Context: an optimization exercise on an open-source flow, tuned for small area. The choices shown serve that exercise and are no tape-out recipe. RTL that was checked went through simulation tests only; none was proved equivalent to the original. Power and IR drop assume default switching activity.

==> flow/design.v <==
module max_fp_2input #(parameter DATA_WIDTH = 32)(o_sel, i_data_0, i_sign_1, i_nmag_1);
input 	[DATA_WIDTH-1:0] 	i_data_0;    
input 							i_sign_1;    
input 	[DATA_WIDTH-2:0] 	i_nmag_1;    
output 							o_sel;
wire [DATA_WIDTH-1:0] ge;
assign ge[1] = i_data_0[0] | i_nmag_1[0];
genvar i;
generate
	for (i = 1; i < DATA_WIDTH-1; i = i + 1) begin : chain
		maj3_cell Carry (.a(i_data_0[i]), .b(i_nmag_1[i]), .c(ge[i]), .y(ge[i+1]));
	end
endgenerate
assign o_sel = ge[DATA_WIDTH-1] ? i_data_0[DATA_WIDTH-1] : ~i_sign_1;
endmodule
module maj3_cell (input a, input b, input c, output y);
assign y = (a & b) | (c & (a | b));
endmodule
module mux2_cell (input a0, input a1, input s0, input s1, output y);
assign y = (s1 & a1) | (s0 & a0);
endmodule
module lines_buffer_maxpool
	#(	parameter IMAGE_WIDTH = 28)
	(	input      clk,
		input      rst_n,
		input      i_valid,
		output reg col_odd,
		output reg row_odd,
		output reg o_valid
	);
localparam NB = IMAGE_WIDTH/2;
reg [3:0] blk;       
always @(posedge clk or negedge rst_n) begin
	if (!rst_n) begin
		col_odd <= 1'b0;
		row_odd <= 1'b0;
		blk     <= 0;
		o_valid <= 1'b0;
	end else begin
		o_valid <= i_valid & col_odd & row_odd;
		if (i_valid) begin
			col_odd <= ~col_odd;
			if (col_odd) begin
				if (blk == NB-1) begin
					blk     <= 0;
					row_odd <= ~row_odd;
				end else
					blk <= blk + 1'b1;
			end
		end
	end
end
endmodule
module max_pooling2x2 
	#(	parameter DATA_WIDTH = 32,
		parameter IMAGE_WIDTH = 28)
	(	clk,
		rst_n,
		i_valid,
		i_data,
		o_data,
		o_valid
	);
input 							clk;
input 							rst_n;
input 							i_valid;
input 	[DATA_WIDTH-1:0] 	i_data;
output 	[DATA_WIDTH-1:0] 	o_data;
output 							o_valid;
localparam NB = IMAGE_WIDTH/2;
wire col_odd, row_odd;
lines_buffer_maxpool #(.IMAGE_WIDTH(IMAGE_WIDTH)) Position (
	.clk(clk), .rst_n(rst_n), .i_valid(i_valid),
	.col_odd(col_odd), .row_odd(row_odd), .o_valid(o_valid));
reg [DATA_WIDTH-1:0] R [0:NB-1];
wire [DATA_WIDTH-2:0] nmag = ~i_data[DATA_WIDTH-2:0];
wire sel_head, sel_tail;
max_fp_2input #(.DATA_WIDTH(DATA_WIDTH)) MaxHead (sel_head, R[0],    i_data[DATA_WIDTH-1], nmag);
max_fp_2input #(.DATA_WIDTH(DATA_WIDTH)) MaxTail (sel_tail, R[NB-1], i_data[DATA_WIDTH-1], nmag);
wire pick_new = col_odd | ~row_odd | sel_tail;
wire load0 = i_valid & (~col_odd | sel_head);
wire shift = i_valid & ~col_odd;
wire [DATA_WIDTH-1:0] next0;
genvar k;
generate
	for (k = 0; k < DATA_WIDTH; k = k + 1) begin : in_mux
		mux2_cell Sel (.a0(R[NB-1][k]), .a1(i_data[k]), .s0(~pick_new), .s1(pick_new), .y(next0[k]));
	end
endgenerate
always @(posedge clk)
	if (load0) R[0] <= next0;
generate
	for (k = 1; k < NB; k = k + 1) begin : chain
		always @(posedge clk)
			if (shift) R[k] <= R[k-1];
	end
endgenerate
assign o_data = R[0];
endmodule
Settings: LEC_CHECK=0, CAP_MARGIN=0, CORE_MARGIN=2, CORE_UTILIZATION=70, SLEW_MARGIN=0, SYNTH_HIERARCHICAL=1, SYNTH_MINIMUM_KEEP_SIZE=0; clock period 30.0 ns.
standard.sh (not shown) runs the stock make flow with config.mk's settings and CLKGATE_MAP_FILE= SYNTH_SCRIPT=/design/flow/synth_recipe.tcl, a recipe that flattens the netlist after the stock synthesis.
==> flow/flow/run.sh <==
#!/bin/bash
# Own layout flow: the standard synthesis, then every combinational cell
# set to its smallest drive strength (placement repair sizes up what needs
# it), then the standard layout with minimum-size port buffers and a
# clock tree built from fewer, larger clusters.
set -euo pipefail
LIB=$FLOW_HOME/platforms/$FLOW_PLATFORM/lib/sky130_fd_sc_hd__tt_025C_1v80.lib
RES=orfs/results/$FLOW_PLATFORM/max_pooling2x2/base

bash standard.sh synth > synth.log 2>&1
python3 flow/downsize.py "$LIB" $RES/1_2_yosys.v > downsize.log 2>&1

export BUFFER_PORTS_ARGS="-buffer_cell sky130_fd_sc_hd__buf_1"
export CTS_ARGS="-sink_clustering_enable -repair_clock_nets -sink_clustering_size 30 -sink_clustering_max_diameter 100 -buf_list sky130_fd_sc_hd__buf_12 -sink_clustering_buffer sky130_fd_sc_hd__buf_12 -tree_buf sky130_fd_sc_hd__clkbuf_4 -root_buf sky130_fd_sc_hd__clkbuf_4 -dont_use_dummy_load"
bash standard.sh finish > layout.log 2>&1
Other scripts of this flow, unchanged in this note and not shown: flow/flow/downsize.py
==> next run, changes <==
--- a/flow/design.v
+++ b/flow/design.v
@@ -1,23 +1,34 @@
-module max_fp_2input #(parameter DATA_WIDTH = 32)(o_sel, i_data_0, i_sign_1, i_nmag_1);
-input 	[DATA_WIDTH-1:0] 	i_data_0;    
-input 							i_sign_1;    
-input 	[DATA_WIDTH-2:0] 	i_nmag_1;    
+module max_fp_2input #(parameter DATA_WIDTH = 32)(o_sel, i_data_a, i_data_b, i_sel_a, i_sel_b, i_data_1);
+input 	[DATA_WIDTH-1:0] 	i_data_a;
+input 	[DATA_WIDTH-1:0] 	i_data_b;
+input 							i_sel_a;
+input 							i_sel_b;
+input 	[DATA_WIDTH-1:0] 	i_data_1;    
 output 							o_sel;
-wire [DATA_WIDTH-1:0] ge;
-assign ge[1] = i_data_0[0] | i_nmag_1[0];
+wire [DATA_WIDTH-1:0] na;
 genvar i;
 generate
-	for (i = 1; i < DATA_WIDTH-1; i = i + 1) begin : chain
-		maj3_cell Carry (.a(i_data_0[i]), .b(i_nmag_1[i]), .c(ge[i]), .y(ge[i+1]));
+	for (i = 0; i < DATA_WIDTH; i = i + 1) begin : opsel
+		nmux2_cell Op (.a0(i_data_a[i]), .a1(i_data_b[i]), .s0(i_sel_a), .s1(i_sel_b), .y(na[i]));
 	end
 endgenerate
-assign o_sel = ge[DATA_WIDTH-1] ? i_data_0[DATA_WIDTH-1] : ~i_sign_1;
+wire [DATA_WIDTH-1:0] lt;
+assign lt[1] = na[0] & i_data_1[0];
+generate
+	for (i = 1; i < DATA_WIDTH-1; i = i + 1) begin : chain
+		maj3_cell Borrow (.a(na[i]), .b(i_data_1[i]), .c(lt[i]), .y(lt[i+1]));
+	end
+endgenerate
+assign o_sel = lt[DATA_WIDTH-1] ? ~i_data_1[DATA_WIDTH-1] : ~na[DATA_WIDTH-1];
 endmodule
 module maj3_cell (input a, input b, input c, output y);
 assign y = (a & b) | (c & (a | b));
+endmodule
+module nmux2_cell (input a0, input a1, input s0, input s1, output y);
+assign y = ~((s0 | a1) & (s1 | a0));
 endmodule
 module mux2_cell (input a0, input a1, input s0, input s1, output y);
 assign y = (s1 & a1) | (s0 & a0);
 endmodule
 module lines_buffer_maxpool
 	#(	parameter IMAGE_WIDTH = 28)
@@ -70,18 +81,16 @@
 localparam NB = IMAGE_WIDTH/2;
 wire col_odd, row_odd;
 lines_buffer_maxpool #(.IMAGE_WIDTH(IMAGE_WIDTH)) Position (
 	.clk(clk), .rst_n(rst_n), .i_valid(i_valid),
 	.col_odd(col_odd), .row_odd(row_odd), .o_valid(o_valid));
 reg [DATA_WIDTH-1:0] R [0:NB-1];
-wire [DATA_WIDTH-2:0] nmag = ~i_data[DATA_WIDTH-2:0];
-wire sel_head, sel_tail;
-max_fp_2input #(.DATA_WIDTH(DATA_WIDTH)) MaxHead (sel_head, R[0],    i_data[DATA_WIDTH-1], nmag);
-max_fp_2input #(.DATA_WIDTH(DATA_WIDTH)) MaxTail (sel_tail, R[NB-1], i_data[DATA_WIDTH-1], nmag);
-wire pick_new = col_odd | ~row_odd | sel_tail;
-wire load0 = i_valid & (~col_odd | sel_head);
+wire take;
+max_fp_2input #(.DATA_WIDTH(DATA_WIDTH)) Max (take, R[NB-1], R[0], ~col_odd, col_odd, i_data);
+wire pick_new = col_odd | ~row_odd | take;
+wire load0 = i_valid & (~col_odd | take);
 wire shift = i_valid & ~col_odd;
 wire [DATA_WIDTH-1:0] next0;
 genvar k;
 generate
 	for (k = 0; k < DATA_WIDTH; k = k + 1) begin : in_mux
 		mux2_cell Sel (.a0(R[NB-1][k]), .a1(i_data[k]), .s0(~pick_new), .s1(pick_new), .y(next0[k]));
Worst hold slack gets worse by 9.8 ps.
Global-route usage grows by 0.46 points.
Sequential power grows by about 0.7%.
Sequential share of layout area grows by 1.3 points.
Core utilization grows by 1.0 points.
Wire length grows by 1.4%.
Worst setup slack gets better by 20 ps.
Power grows by 3.8%.
First-iteration DRC count grows by 59%.
Non-clock buffer count shrinks by 1.
Synthesized cell count shrinks by 5.3%.
Count of clock-buffer cells in the layout is unchanged.
Die area shrinks by 1.6%.
Clock skew hardly moves.
For the first run of this note, only the layout was checked, not whether the RTL still works.

-- re-timing with driven ports --
The results above use ideal ports. As a check the final layouts listed here were re-extracted and re-timed, cells and wires unchanged.
Step 1 sets driving cells, clkbuf_16 on the clock port and buf_2 on the other inputs (assumed; they add their load-dependent delay and slew).
Step 2 adds t to the input delays and takes it off the output delays; t is the mean of the earliest and latest rising clock arrival at the registers after step 1. Input paths then give back, and output paths get back, about the clock's delay inside the block.
a / b / c = ideal ports / drivers / drivers and shift; a / b = the first two.
run | t (ns) | setup slack, ns | worst register clock-pin slew, ns | worst data-port slew with drivers (ns)
the first run | 0.728 | 11.409 / 11.397 / 10.669 | 0.11 / 0.11 | 0.06
the second run | 0.701 | 11.429 / 11.407 / 10.706 | 0.11 / 0.11 | 0.08
After both steps setup and hold are still met in every run listed. For the first run, which loses most, drivers alone change the setup slack by -0.012 ns; drivers and shift together by -0.740 ns.
